Source: an optimization exercise on an open RTL-to-GDS flow (aim: small area). Production flows keep margins and buffers that such runs may drop.
Only simulation tests tie the RTL to the original design; equivalence was not proved.
Power and IR drop assume default switching activity.

**flow/constraint.sdc**
```tcl
create_clock -name core_clock -period 7.0 [get_ports {CLK}]
set_input_delay 1.4000 -clock core_clock [delete_from_list [all_inputs] [get_ports {CLK}]]
set_output_delay 1.4000 -clock core_clock [all_outputs]
set_load 0.01 [all_outputs]
```
**flow/config.mk**
```make
export PLATFORM = sky130hd
export DESIGN_NAME = cpu
export DESIGN_NICKNAME = cpu
export VERILOG_FILES = /design/flow/design.v
export SDC_FILE = /design/flow/constraint.sdc
export NUM_CORES = 4
export LEC_CHECK = 0
export CAP_MARGIN = 20
export CORE_MARGIN = 2
export CORE_UTILIZATION = 40
export SLEW_MARGIN = 20
```
**flow/design.v**
```verilog
module ALU(
  OP,
  FLGIN,
  A,
  B,
  flgOut,
  out,
  shouldWriteBack
  );
input [3:0] OP;
input [7:0] FLGIN;
input [15:0] A;
input [15:0] B;
output [7:0] flgOut;
output [15:0] out;
output shouldWriteBack;
wire [15:0] nopWire;
wire [16:0] addWire;
wire [16:0] addcWire;
wire [15:0] subWire;
wire [15:0] subcWire;
wire [15:0] bslWire;
wire [15:0] bsrWire;
wire [15:0] andWire;
wire [15:0] orWire;
wire [15:0] invWire;
wire [15:0] xorWire;
wire [15:0] outputMuxWire[15:0];
assign nopWire=0;
assign addWire=A+B;
assign addcWire=A+B+FLGIN[1];
assign subWire=A-B;
assign subcWire=A-B-FLGIN[1];
assign bslWire=A<<B;
assign bsrWire=A>>B;
assign andWire=A&B;
assign orWire=A|B;
assign invWire=~A;
assign xorWire=A^B;
assign outputMuxWire[0]=nopWire;
assign outputMuxWire[1]=addWire[15:0];
assign outputMuxWire[2]=addcWire[15:0];
assign outputMuxWire[3]=subWire;
assign outputMuxWire[4]=subcWire;
assign outputMuxWire[5]=bslWire;
assign outputMuxWire[6]=bsrWire;
assign outputMuxWire[7]=andWire;
assign outputMuxWire[8]=orWire;
assign outputMuxWire[9]=invWire;
assign outputMuxWire[10]=xorWire;
assign outputMuxWire[11]=nopWire;
assign outputMuxWire[12]=nopWire;
assign outputMuxWire[13]=nopWire;
assign outputMuxWire[14]=nopWire;
assign outputMuxWire[15]=nopWire;
assign out=outputMuxWire[OP];
assign shouldWriteBack=OP>0&&OP<11;  
wire zero, carry, overflow, negative;
wire zeroMuxWire[15:0];
assign zeroMuxWire[0]=nopWire==0;
assign zeroMuxWire[1]=addWire==0;
assign zeroMuxWire[2]=addcWire==0;
assign zeroMuxWire[3]=subWire==0;
assign zeroMuxWire[4]=subcWire==0;
assign zeroMuxWire[5]=bslWire==0;
assign zeroMuxWire[6]=bsrWire==0;
assign zeroMuxWire[7]=andWire==0;
assign zeroMuxWire[8]=orWire==0;
assign zeroMuxWire[9]=invWire==0;
assign zeroMuxWire[10]=xorWire==0;
assign zeroMuxWire[11]=nopWire==0;  
assign zeroMuxWire[12]=nopWire==0;
assign zeroMuxWire[13]=nopWire==0;
assign zeroMuxWire[14]=nopWire==0;
assign zeroMuxWire[15]=nopWire==0;
assign zero=zeroMuxWire[OP];
assign carry=addWire[16]&&(OP==1)||addcWire[16]&&(OP==2);
assign overflow=0;
assign negative=subWire<0&&(OP==3)||subcWire<0&&(OP==4);
assign flgOut[0]=zero;
assign flgOut[1]=carry;
assign flgOut[2]=overflow;
assign flgOut[3]=negative;
assign flgOut[7:4]=0;
endmodule
module aluOpU(
  OP1,
  OP2,
  OP3,
  OP4,
  OP5,
  aluOp
  );
input [6:0] OP1;
input [6:0] OP2;
input [6:0] OP3;
input [6:0] OP4;
input [6:0] OP5;
output [4:0] aluOp;
assign aluOp[0]=OP1<11&&(OP1!=0);  
assign aluOp[1]=OP2<11&&OP2!=0;
assign aluOp[2]=OP3<11&&OP3!=0;
assign aluOp[3]=OP4<11&&OP4!=0;
assign aluOp[4]=OP5<11&&OP5!=0;
endmodule
module comparator(
  A,
  B,
  greater,
  less,
  same
  );
input [15:0] A;
input [15:0] B;
output greater;
output less;
output same;
assign greater=A>B;
assign same=A==B;
assign less=~(greater||same);  
endmodule
module pipeBlockedU(
  DAT1,
  DAT2,
  DAT3,
  DAT4,
  DAT5,
  blocked
  );
input [15:0] DAT1;
input [15:0] DAT2;
input [15:0] DAT3;
input [15:0] DAT4;
input [15:0] DAT5;
output blocked;
wire [6:0] o1;
wire [6:0] o2;
wire [6:0] o3;
wire [6:0] o4;
wire [6:0] o5;
assign o1=DAT1[15:9];
assign o2=DAT2[15:9];
assign o3=DAT3[15:9];
assign o4=DAT4[15:9];
assign o5=DAT5[15:9];
wire blocked1, blocked2, blocked3, blocked4, blocked5;
assign blocked1=(o1>41 && o1<46) || (o1>50 && o1<55) || o1==60 || o1==61; 
assign blocked2=(o2>41 && o2<46) || (o2>50 && o2<55) || o2==60 || o2==61 || o2==41;  
assign blocked3=(o3>41 && o3<46) || (o3>50 && o3<55) || o3==60 || o3==61 || o3==41;
assign blocked4=(o4>41 && o4<46) || (o4>50 && o4<55) || o4==60 || o4==61; 
assign blocked5=(o5==44 || o5==45); 
assign blocked=blocked1||blocked2||blocked3||blocked4||blocked5;
endmodule
module pipeBreakU(
  OS1,
  OS2,
  OS3,
  OS4,
  OS5,
  op1,
  op2,
  op3,
  op4,
  op5,
  aSel2,
  aSel3,
  aSel4,
  bSel2,
  bSel3,
  bSel4,
  cSel2,
  cSel3,
  cSel4,
  literalV
  );
input [15:0] OS1;
input [15:0] OS2;
input [15:0] OS3;
input [15:0] OS4;
input [15:0] OS5;
output [6:0] op1;
output [6:0] op2;
output [6:0] op3;
output [6:0] op4;
output [6:0] op5;
output [2:0] aSel2;
output [2:0] aSel3;
output [2:0] aSel4;
output [2:0] bSel2;
output [2:0] bSel3;
output [2:0] bSel4;
output [2:0] cSel2;
output [2:0] cSel3;
output [2:0] cSel4;
output [14:0] literalV;
assign literalV=OS2[14:0];
assign op1=OS1[15:9];
assign op2=OS2[15:9];
assign op3=OS3[15:9];
assign op4=OS4[15:9];
assign op5=OS5[15:9];
assign aSel2=OS2[8:6];
assign aSel3=OS3[8:6];
assign aSel4=OS4[8:6];
assign bSel2=OS2[5:3];
assign bSel3=OS3[5:3];
assign bSel4=OS4[5:3];
assign cSel2=OS2[2:0];
assign cSel3=OS3[2:0];
assign cSel4=OS4[2:0];
endmodule
module cpu(
  CLK,
  rst,
  MEMD,
  MEMRDY,
  addr,
  memDat,
  memWrite,
  halted
  );
input CLK;
input rst;  
input [15:0] MEMD;
input MEMRDY;
output [31:0] addr;
output [15:0] memDat;
output memWrite;
output halted;
reg halt;
assign halted=halt;
reg [15:0] memOut;
assign memDat=memOut;
reg memW;
assign memWrite=memW;
reg [15:0] opShifter[4:0];  
wire [6:0] op1;
wire [6:0] op2;
wire [6:0] op3;
wire [6:0] op4;
wire [6:0] op5;
wire [2:0] aSel2;
wire [2:0] aSel3;
wire [2:0] aSel4;
wire [2:0] bSel2;
wire [2:0] bSel3;
wire [2:0] bSel4;
wire [2:0] cSel2;
wire [2:0] cSel3;
wire [2:0] cSel4;
wire [14:0] literalValue;
pipeBreakU pbru(opShifter[0], opShifter[1], opShifter[2], opShifter[3], opShifter[4], op1, op2, op3, op4, op5, aSel2, aSel3, aSel4, bSel2, bSel3, bSel4, cSel2, cSel3, cSel4, literalValue);
reg [14:0] literalValueIntermediary;
wire [4:0] aluOp;
aluOpU aou(op1, op2, op3, op4, op5, aluOp);
wire [7:0] procFlags;  
reg [15:0] registers[7:0];  
wire [15:0] r0;
assign r0=registers[0];
wire [15:0] r1;
assign r1=registers[1];
wire [15:0] r2;
assign r2=registers[2];
wire [15:0] r3;
assign r3=registers[3];
wire [15:0] r4;
assign r4=registers[4];
wire [15:0] r5;
assign r5=registers[5];
wire [15:0] r6;
assign r6=registers[6];
wire [15:0] r7;
assign r7=registers[7];
reg [15:0] aShifter[0:3];  
reg [15:0] bShifter[0:3];
wire [15:0] as3;
assign as3=aShifter[3];
wire [15:0] as2;
assign as2=aShifter[2];
wire [15:0] as1;
assign as1=aShifter[1];
wire [15:0] as0;
assign as0=aShifter[0];
wire [15:0] bs3;
assign bs3=bShifter[3];
wire [15:0] bs2;
assign bs2=bShifter[2];
wire [15:0] bs1;
assign bs1=bShifter[1];
wire [15:0] bs0;
assign bs0=bShifter[0];
reg [31:0] abCombined;
wire [7:0] flagsOut;  
reg [7:0] flags;
assign procFlags=flags;  
wire [15:0] aluOut;
wire aluShouldWriteBack;
ALU alu(op3[3:0], procFlags, aShifter[0], bShifter[0], flagsOut, aluOut, aluShouldWriteBack); 
reg [15:0] intermediateResult;
wire z, c, o, n;
assign z=flags[0];
assign c=flags[1];
assign o=flags[2];
assign n=flags[3];
wire greater, less, same;
reg g, l, s;
comparator cmp(aShifter[0], bShifter[0], greater, less, same);
reg [31:0] pCtr;
reg [31:0] stackPointer;
reg [1:0] addrMuxSelector;
wire [31:0] addrMux[2:0];
assign addrMux[0]=pCtr;
assign addrMux[1]=stackPointer;
assign addrMux[2]=abCombined;
assign addr=addrMux[addrMuxSelector];
wire pipeBlocked;
pipeBlockedU pbu(opShifter[0], opShifter[1], opShifter[2], opShifter[3], opShifter[4], pipeBlocked);
reg [31:0] shadowPc;  
wire [15:0] aDataMux[4:0];
assign aDataMux[0]=registers[aSel2];
assign aDataMux[1]=aluOut;
assign aDataMux[2]=literalValueIntermediary;
assign aDataMux[3]=stackPointer[15:0];
assign aDataMux[4][7:0]=flags;
assign aDataMux[4][15:8]=0;
integer ri;
always@(posedge CLK) begin
if(rst) begin
  addrMuxSelector<=0;
  abCombined<=0;
  halt<=0;
  pCtr<=0;
  stackPointer<=0;
  for(ri=0; ri<8; ri=ri+1) begin
    registers[ri]<=0;
  end
  memW<=0;
  for(ri=0; ri<5; ri=ri+1) begin
    opShifter[ri]<=0;
  end
  for(ri=0; ri<4; ri=ri+1) begin
    aShifter[ri]<=0;
    bShifter[ri]<=0;
  end
  memOut<=0;
  flags<=0;
  g<=0;
  l<=0;
  s<=0;
  intermediateResult<=0;
  literalValueIntermediary<=0;
  shadowPc<=0;
end
else if(~halt) begin
  if(pipeBlocked) begin
    opShifter[0]<=0;  
  end
  else begin
    opShifter[0]<=MEMD;  
    pCtr<=pCtr+1;
  end
  opShifter[1]<=opShifter[0];
  opShifter[2]<=opShifter[1];
  opShifter[3]<=opShifter[2];
  opShifter[4]<=opShifter[3];
  if(op3>63&&aSel2==7) begin  
    aShifter[0]<=aDataMux[2];
  end
  else if(op3==40&&cSel3==aSel2) begin
    aShifter[0]<=aDataMux[3];
  end
  else if(op3==63&&cSel3==aSel2) begin
    aShifter[0]<=aDataMux[4];
  end
  else if(cSel3==aSel2&&(op3>0&&op3<11)) begin  
    aShifter[0]<=aDataMux[1];
  end
  else if(cSel4==aSel2&&(op4>0&&op4<11)) begin  
    aShifter[0]<=intermediateResult;
  end
  else if((op4>63) && (aSel2==7)) begin
    aShifter[0]<=aDataMux[2];
  end
  else begin
    aShifter[0]<=registers[aSel2]; 
  end
  aShifter[1]<=aShifter[0];
  aShifter[2]<=aShifter[1];
  aShifter[3]<=aShifter[2];
  if((op3>63)&&bSel2==7) begin  
    bShifter[0]<=aDataMux[2];
  end
  else if(op3==40&&cSel3==bSel2) begin
    bShifter[0]<=aDataMux[3];
  end
  else if(op3==63&&cSel3==bSel2) begin
    bShifter[0]<=aDataMux[4];
  end
  else if(cSel3==bSel2&&(op3>0&&op3<11)) begin  
    bShifter[0]<=aDataMux[1];
  end
  else if(cSel4==bSel2&&(op4>0&&op4<11)) begin  
    bShifter[0]<=intermediateResult;
  end
  else if((op4>63) && (bSel2==7)) begin
    bShifter[0]<=aDataMux[2];
  end
  else begin
    bShifter[0]<=registers[bSel2];
  end
  bShifter[1]<=bShifter[0];
  bShifter[2]<=bShifter[1];
  bShifter[3]<=bShifter[2];
  if(op4<11 && op4>0) begin
    registers[cSel4]<=intermediateResult; 
    flags<=flagsOut;
  end
  if(op3<11 && op3>0) begin
    intermediateResult<=aluOut;
  end
    if(op2>63) begin  
      literalValueIntermediary<=literalValue;
    end
    else if(op2==40) begin  
    end
    else if(op2==41) begin  
    end
    else if(op2==42) begin  
      addrMuxSelector<=1;
      stackPointer<=stackPointer-1;
    end
    else if(op2==43) begin  
      addrMuxSelector<=1;
    end
    else if(op2==44) begin  
      addrMuxSelector<=1;
      abCombined[31:16]<=aShifter[0]; 
      abCombined[15:0]<=bShifter[0]; 
    end
    else if(op2==45) begin  
      addrMuxSelector<=1;
    end
    else if(op2==50) begin  
    end
    else if(op2>=51&&op2<=54) begin  
      abCombined[31:16]<=aShifter[0]; 
      abCombined[15:0]<=bShifter[0]; 
    end
    else if(op2==60) begin  
      abCombined[31:16]<=aShifter[0]; 
      abCombined[15:0]<=bShifter[0]; 
      addrMuxSelector<=2;
    end
    else if(op2==61) begin  
      abCombined[31:16]<=aShifter[0]; 
      abCombined[15:0]<=bShifter[0]; 
      addrMuxSelector<=2;
      memOut<=registers[cSel2]; 
    end
    else if(op2==62) begin  
    end
    else if(op2==63) begin  
    end
    if(op3>63) begin  
    end
    else if(op3==40) begin  
    end
    else if(op3==41) begin  
    end
    else if(op3==42) begin  
      memW<=1;
      memOut<=aShifter[0];
    end
    else if(op3==43) begin  
      registers[cSel3]<=MEMD;
    end
    else if(op3==44) begin  
      memOut<=pCtr[31:16];
      memW<=1;
      stackPointer<=stackPointer-1;
    end
    else if(op3==45) begin  
      pCtr[15:0]<=MEMD;
      stackPointer<=stackPointer+1;
    end
    else if(op3==50) begin  
      g<=greater;
      l<=less;
      s<=same;
    end
    else if(op3>=51&&op3<=54) begin  
      abCombined[31:16]<=aShifter[0]; 
      abCombined[15:0]<=bShifter[0]; 
    end
    else if(op3==60) begin  
      abCombined[31:16]<=aShifter[0]; 
      abCombined[15:0]<=bShifter[0]; 
      addrMuxSelector<=2;
    end
    else if(op3==61) begin  
      abCombined[31:16]<=aShifter[0]; 
      abCombined[15:0]<=bShifter[0]; 
      addrMuxSelector<=2;
      if(op4>63&&cSel3==7) begin
	memOut[14:0]<=literalValueIntermediary;
	memOut[15]<=0;
      end
      else if(cSel4==cSel3) begin  
	if(op4>0&&op4<11) begin
	  memOut<=intermediateResult;
	end
	else if(op4==41) begin
	  memOut<=stackPointer[15:0];
	end
	else begin  
	  memOut<=registers[cSel3];
	end
      end
      else begin
	memOut<=registers[cSel3];
      end
      memW<=1;
    end
    else if(op3==62) begin  
    end
    else if(op3==63) begin  
    end
    if(op4>63) begin  
      registers[7][14:0]<=literalValueIntermediary;
      registers[7][15]<=1'b0;
    end
    else if(op4==40) begin  
      registers[cSel4]<=stackPointer[15:0];
    end
    else if(op4==41) begin  
      stackPointer[31:16]<=aShifter[1];
      stackPointer[15:0]<=bShifter[1];
    end
    else if(op4==42) begin  
      memW<=0;
      addrMuxSelector<=0;
    end
    else if(op4==43) begin  
      stackPointer<=stackPointer+1;
      addrMuxSelector<=0;
    end
    else if(op4==44) begin  
      memOut<=pCtr[15:0];
      stackPointer<=stackPointer-1;
      shadowPc[31:16]<=registers[aSel4];
      shadowPc[15:0]<=registers[bSel4];
    end
    else if(op4==45) begin  
      pCtr[31:16]<=MEMD;
      stackPointer<=stackPointer+1;
    end
    else if(op4==50) begin  
      flags[7]<=g;  
      flags[6]<=l;
      flags[5]<=s;
    end
    else if(op4==59) begin  
      halt<=1;
    end
    else if(op4==60) begin  
      registers[cSel4]<=MEMD;
      addrMuxSelector<=0;
    end
    else if(op4==51) begin  
      pCtr<=abCombined;
    end
    else if(op4==52) begin  
      if(s) begin
	pCtr<=abCombined;
      end
     end
     else if(op4==53) begin  
      if(g) begin
	pCtr[31:16]<=aShifter[2]; 
	pCtr[15:0]<=bShifter[2]; 
      end
    end
    else if(op4==54) begin  
      if(n) begin
	pCtr[31:16]<=registers[aSel4]; 
	pCtr[15:0]<=registers[bSel4]; 
      end
    end
    else if(op4==61) begin  
      memW<=0;
      addrMuxSelector<=0;
    end
    else if(op4==62) begin  
      flags<=aShifter[2][7:0];
    end
    else if(op4==63) begin  
      registers[cSel4][7:0]<=flags;
    end
    if(op5==44) begin  
      pCtr<=shadowPc;
      memW<=0;  
      addrMuxSelector<=0;  
    end
    else if(op5==45) begin  
      addrMuxSelector<=0;
    end
end
end
endmodule
```
**flow/run.sh**
```bash
#!/bin/bash
# synth_recipe.tcl (not shown) runs the flow's synth.tcl, then flattens the netlist and writes it again
# the make line also repeats each setting of config.mk as NAME=value (left out here)
make -C /OpenROAD-flow-scripts/flow DESIGN_CONFIG=/design/flow/config.mk WORK_HOME=/design/flow/orfs CLKGATE_MAP_FILE= SYNTH_SCRIPT=/design/flow/synth_recipe.tcl finish
```
==> run summary <==
-- registers in the layout (all words and copies together) (netlist names), 2 cells and up, named ones only --
signal,cells
abCombined,32
flags,8
registers,128
opShifter,71
shadowPc,32
pCtr,32
literalValueIntermediary,15
aShifter,48
stackPointer,32
memOut,16
bShifter,48
intermediateResult,16
addrMuxSelector,2
-- per-stage QoR --
stage / instances / worst slack, ns / hold WS [ns] / instance area (µm²)
CTS: 6039 / 2.27 / 0.454 / 44300
detailed placement: 5937 / 1.61 / 0.446 / 42500
floorplan: 4840 / 2.98 / 0.419 / 40800
finish: 6045 / 2.04 / 0.452 / 44400
global placement: 5937 / 1.67 / 0.443 / 42500
global route: 6039 / 1.89 / 0.470 / 44400
-- worst max path at each step --
stage	startpoint	slack [ns]	cells past startpoint	end
final	bShifter[0][5]	2.04	12	aShifter[0][11]
after global routing	bShifter[0][5]	1.89	12	flags[0]
after CTS	bShifter[0][7]	2.27	12	aShifter[0][14]
after detailed placement	rst	1.61	9	registers[1][1]
after global placement	rst	1.67	9	registers[3][7]
after floorplan	bShifter[0][2]	2.98	15	bShifter[0][15]
-- layout make-up --
class / instances / area [µm²]
inverter: 77 / 289
clock inverter: 21 / 240
timing repair buffer: 209 / 1750
antenna: 6 / 15.0
clock buffer: 81 / 1630
tap: 1368 / 1710
sequential: 503 / 11400
fill: 10083 / 57100
multi-input combinational: 3780 / 27400
-- metal layers --
metal | share of wire (%) | wire, µm
met5 | 0.038 | 79
met4 | 7.9 | 16100
met3 | 14 | 29500
met2 | 39 | 80700
met1 | 38 | 79100
-- worst register-to-register path: cells and delay by family, from the launching register on --
family | cells | cell delay [ns]
AOI/OAI and AO/OA | 4 | 1.44
and+or+nand+nor | 5 | 1.39
adders and majority gates | 1 | 0.72
DFF | 1 | 0.71
xor gates and xnor gates | 1 | 0.30
buffers and inverters | 1 | 0.25
-- power by group through the flow --
stage               registers [mW]  clock network (mW)  logic (mW)
finish                        3.29                3.13        2.20
CTS                           3.27                3.13        2.11
floorplan                     3.22                   0        1.45
global placement              3.33                   0        2.10
global route                  3.29                3.24        2.29
detailed placement            3.34                   0        2.10
-- cell families (layout without fill, tap and decap cells) --
family / Yosys count / in the layout / share of synthesized area, %
AOI/OAI and AO/OA: 1476 / 1476 / 24.8
xor gates and xnor gates: 120 / 120 / 2.58
adders and majority gates: 59 / 59 / 1.85
buffers and inverters: 557 / 388 / 5.31
DFF: 503 / 503 / 27.9
muxes: 486 / 486 / 18.7
other: 0 / 6 / 0
and+or+nand+nor: 1639 / 1639 / 18.9
-- placed cells by master (no fill, tap or decap), types with 28 or more instances in the layout --
master and n:
a31oi_1 36, clkdlybuf4s50_1 66, nor2b_1 42, nand2_1 503
a221o_1 28, xnor2_1 76, edfxtp_1 128, or3_1 29
o31ai_1 124, xor2_1 44, mux4_2 218, a21oi_1 332
ha_1 56, nand2b_1 32, inv_1 72, o21ai_0 244
dfxtp_1 365, nand4_1 50, o211ai_1 75, a211oi_1 121
o221ai_1 60, o22ai_1 49, a22oi_1 61, buf_4 141
mux2i_1 247, clkbuf_16 56, nor3_1 104, nor4_1 32
nor2_1 524, a221oi_1 102, nand3_1 118, and3_1 38
==> metrics.md <==
| Metric | Value |
|---|---|
| PortBufs | 67 |
| Cell depth of the worst hold path | 2 |
| WP data required | 7.51 ns |
| DP Wirelength | 149 mm |
| Total CTS buffers | 55 |
| Vias per cell | 7.05 |
| Commonest cells post-synth | nor2_1 (530), nand2_1 (504), dfxtp_1 (375) |
| Reg2reg start | bShifter[0][5] |
| R2r endpoint | aShifter[0][11] |
| Met2 Usage GRT | 52.1% |
| Post-CTS Resized | 0 |
| Die X | 323 µm |
| Post-synth top area cell | dfxtp_1 |
| NumNets Final | 4,704 |
| Post-Route WL | 206 mm |
| Max-slew headroom | 22.3% |
| Setup violators final | 0 |
| Fraction of layout cells with a size suffix above 1 | 12.5% |
| Gate power share | 25.5% |
| TritonCTS clock tree | done |
| Psw | 3.02 mW |
| Gr busiest metal | met2 |
| Reg2Reg Setup Slack | 2.04 ns |
| First-pass GRT wire length | 289 mm |
| Total power | 8.62 mW |
| Setup crit end kind | register |
| Clk_skew | 0.0546 ns |
| Tmin final | 4.96 ns |
| Buf/Inv on CP | 1 |
| Area growth syn-to-layout | 8.91% |
| WL/cell | 34.0 µm |
| Clock power frac | 36.3% |
| CP peak stage delay | 0.72 ns |
| Static leakage | 14.5 nW |
| Die area | 0.104 mm² |
| Status | complete, no violations |
| CTS clk-pin slew, worst paths | 0.06 ns |
| 1st-iter DRT viols | 7,200 |
| R2R cell count | 12 |
| Switching portion of total power | 35.1% |
| DRC Markers | 0 |
| Post-synthesis register bit count | 503 |
| Core Box Area | 0.101 mm² |
| Drt first pass iters | 8 |
| Syn_area_per_cell | 8.42 µm² |
| Clock latency on the worst-skew pair | 0.68 ns |
| CP dominant cell by count | nand4_1 |
| Synth Warn # | 8 |
| Beginning of the worst hold path | memOut[10] |
| Site Rows | 117 |
| Synthesized net count | 4,918 |
| Synth top area cells | dfxtp_1 (18%), mux4_2 (12%), edfxtp_1 (9.4%), mux2i_1 (6.1%), nor2_1 (4.9%) |
| Final antenna-violating net count | 0 |
| Root Driver | clkbuf_16 |
| Crit start category | register |
| GR Layer Usage met1 | 51.3% |
| Slew of the pin with the lowest slew margin | 1.15 ns |
| IO Count | 69 |
| Mapped cell area | 0.0408 mm² |
| Hold buffers post-CTS | 0 |
| Total congestion overflow | 0 |
| Top delay family on crit path | compound AO/OA/AOI/OAI gates |
| PwrDens | 194 mW/mm² |
| Worst IR Drop VDD | 155 µV |
| Largest net degree at the start of global routing | 123 |
| Number of global-route vias before repair | 38,270 |
| Setup TNS | 0 ns |
| Most frequent cell after synthesis | nor2_1 |
| CP max stage cell | ha_1 |
| Postcts setup bufs | 0 |
| Int Pwr | 5.59 mW |
| Antenna violations before repair | 8 |
| Worst path cell trace | inv_1 > ha_1 > or3b_2 > nand4_1 > a211oi_2 > nand4_1 > nor3_1 > nand3_1 > xor2_1 > a221o_1 > o21ai_0 > o31ai_1 |
| Hold endpoint | memOut[10] |
| Via count | 42,638 |
| CP arrival | 5.47 ns |
| Routability Congestion | 1.02 |
| Max Cap Viol | 0 |
| Crit share post-route | 70.9% |
| Most used DFF post-synth | dfxtp_1 |
| Grt met3 use | 12.5% |
| Max clock buf depth | 3 |
| Die height | 323 µm |
| Asr flop ratio synth | 0% |
| Fin. max-slew vios | 0 |
| Flop pwr share | 38.2% |
| Min-Delay Path Class | register to register |
| Crit path kind | register to register |
| Unrepaired setup endpoints after global routing | false |
| Clk sink count | 503 |
| Worst-path fanout max | 17 |
| Initial Utilization | 40.2% |
| Total track usage | 38.2% |
| Final Hold Fails | 0 |
| Sequential fraction of the synthesis area | 27.9% |
| Max H-tree Level | 2 |
| Top-area cell type share of the netlist area | 18.4% |
| Post-synth EDFFs | 128 |
| Post-synthesis cell count | 4,840 |
| Fmax | 201 MHz |
| Post-layout util | 43.7% |
| Yosys cell types | 104 |

==> what the ideal ports hide <==
Ports are ideal in the flow. The routed layout listed here was re-timed in OpenROAD. Step 1, drivers: a clkbuf_16 drives CLK and a buf_2 each remaining input, both assumed. Step 2 moves the port delays by t, midway between the first and last clock arrival at a register: inputs arrive t later, outputs are due t later. That takes back most of the time a late clock gives input paths. a / b / c = no drivers / after step 1 / after step 2; a / b = the first two.
shift t [ns]: 0.723
setup slack, ns: 2.035 / 2.035 / 1.420
latest minus earliest clock arrival (ns): 0.057 / 0.056
After both steps setup and hold are still met in this run. The setup slack of this run moves by 0.000 ns with the drivers and by -0.615 ns with both steps.
